This design comes from an exercise in tuning for small area and a short achievable clock period on the open sky130 flow, not from production work.
The RTL was checked by simulation tests, not by an equivalence proof against the original design.
Power and IR drop assume default switching activity.

==> module APB_master, before the edit <==
module APB_master(input             PCLK,
                  input             PRESETn,
                  input             Transfer,
                  input             Wr_Rd,
                  input      [4:0]  Address,
                  input      [31:0] write_data,
                  output reg [31:0] read_data,
                  input      [31:0] PRDATA,    
                  output reg [31:0] PSEL_ROW,  
                  output reg [31:0] PWDATA,
                  output            PWEN,      
                  output            PREAD);    
    reg st_setup, st_access;
    reg pwrite_q;
    wire go = PRESETn & Transfer;
    always @(posedge PCLK) begin
        st_setup  <= go & ~st_setup;
        st_access <= go & st_setup;
    end
    always @(posedge PCLK) begin
        PSEL_ROW <= (go & st_setup) ? (32'd1 << Address) : 32'd0;
        pwrite_q <= Wr_Rd;
        PWDATA   <= write_data;
    end
    assign PREAD   = ~pwrite_q;
    assign PWEN    = PRESETn & pwrite_q;
    wire rd_hold = ~(PRESETn & st_access & ~pwrite_q);
    always @(posedge PCLK)
        read_data <= ({32{PRESETn}} & PRDATA) | ({32{rd_hold}} & read_data);
endmodule
==> module APB_top, before the edit <==
module APB_top(input PCLK,
               input PRESETn,
               input Transfer,
               input Wr_Rd,
               input [4:0] Address,
               input [31:0] write_data,
               output [31:0] read_data);
    wire [31:0] PSEL_ROW, PWDATA, PRDATA;
    wire        PWEN, PREAD;
    APB_master Design_master(.PCLK(PCLK), .PRESETn(PRESETn), .Transfer(Transfer),
                             .Wr_Rd(Wr_Rd), .Address(Address), .write_data(write_data),
                             .read_data(read_data), .PRDATA(PRDATA), .PSEL_ROW(PSEL_ROW),
                             .PWDATA(PWDATA), .PWEN(PWEN),
                             .PREAD(PREAD));
    APB_slave Design_slave(.PCLK(PCLK), .PSEL_ROW(PSEL_ROW), .PWDATA(PWDATA),
                           .PWEN(PWEN), .PREAD(PREAD), .PRDATA(PRDATA));
endmodule
Settings: LEC_CHECK=0, CAP_MARGIN=20, CORE_MARGIN=2, CORE_UTILIZATION=40, CTS_CLUSTER_DIAMETER=100, CTS_CLUSTER_SIZE=25, PLACE_DENSITY=0.6, SETUP_SLACK_MARGIN=3.0, SLEW_MARGIN=20; clock period 5.0 ns.
run.sh (not shown) runs the stock make flow with config.mk's settings and CLKGATE_MAP_FILE= SYNTH_SCRIPT=/design/flow/synth_recipe.tcl, a recipe that flattens the netlist after the stock synthesis.
The starting point finished with timing, DRC and antenna clean.
Change:
--- a/flow/design.v
+++ b/flow/design.v
@@ -6,27 +6,29 @@
                   input      [31:0] write_data,
                   output reg [31:0] read_data,
                   input      [31:0] PRDATA,    
                   output reg [31:0] PSEL_ROW,  
                   output reg [31:0] PWDATA,
                   output            PWEN,      
+                  output            PACCESS,
                   output            PREAD);    
     reg st_setup, st_access;
     reg pwrite_q;
     wire go = PRESETn & Transfer;
     always @(posedge PCLK) begin
         st_setup  <= go & ~st_setup;
         st_access <= go & st_setup;
     end
     always @(posedge PCLK) begin
-        PSEL_ROW <= (go & st_setup) ? (32'd1 << Address) : 32'd0;
+        PSEL_ROW <= 32'd1 << Address;
         pwrite_q <= Wr_Rd;
         PWDATA   <= write_data;
     end
-    assign PREAD   = ~pwrite_q;
-    assign PWEN    = PRESETn & pwrite_q;
+    assign PACCESS = st_access;
+    assign PREAD   = st_access & ~pwrite_q;
+    assign PWEN    = PRESETn & st_access & pwrite_q;
     wire rd_hold = ~(PRESETn & st_access & ~pwrite_q);
     always @(posedge PCLK)
         read_data <= ({32{PRESETn}} & PRDATA) | ({32{rd_hold}} & read_data);
 endmodule
 module APB_slave(input         PCLK,
                  input  [31:0] PSEL_ROW,
@@ -54,15 +56,15 @@
                input Transfer,
                input Wr_Rd,
                input [4:0] Address,
                input [31:0] write_data,
                output [31:0] read_data);
     wire [31:0] PSEL_ROW, PWDATA, PRDATA;
-    wire        PWEN, PREAD;
+    wire        PWEN, PACCESS, PREAD;
     APB_master Design_master(.PCLK(PCLK), .PRESETn(PRESETn), .Transfer(Transfer),
                              .Wr_Rd(Wr_Rd), .Address(Address), .write_data(write_data),
                              .read_data(read_data), .PRDATA(PRDATA), .PSEL_ROW(PSEL_ROW),
-                             .PWDATA(PWDATA), .PWEN(PWEN),
+                             .PWDATA(PWDATA), .PWEN(PWEN), .PACCESS(PACCESS),
                              .PREAD(PREAD));
     APB_slave Design_slave(.PCLK(PCLK), .PSEL_ROW(PSEL_ROW), .PWDATA(PWDATA),
                            .PWEN(PWEN), .PREAD(PREAD), .PRDATA(PRDATA));
 endmodule
Maximum frequency increases by 1.7%.
Cell area goes up by 2.4%.
Clock-buffer cell count went up by 3.
Power increases by 1.2%.
Setup slack gets better by 0.036 ns.
Non-clock buffer count goes up by 66.

-- re-timing with driven ports --
The flow's constraints put no driver on any port. The routed layouts listed below were extracted and timed again, unchanged, in two steps.
Step 1 sets driving cells, clkbuf_16 on the clock port and buf_2 on the other inputs (assumed; they add their load-dependent delay and slew).
Step 2, shift: input delay + t, output delay - t, t = (earliest + latest rising clock arrival at the registers) / 2. This alone moves slack from input paths to output paths.
Slacks: ideal / step 1 / step 2; pairs: ideal / step 1.
run	t, ns	slack for setup (ns)	worst setup path after step 2	latest minus earliest clock arrival (ns)
the first run	0.710	2.817 / 2.749 / 2.467	input to register	0.036 / 0.035
the second run	0.706	2.853 / 2.784 / 2.315	input to register	0.029 / 0.029
After both steps every run listed still meets setup and hold. The setup slack of the second run, which loses most, moves by -0.069 ns with the drivers and by -0.538 ns with both steps.
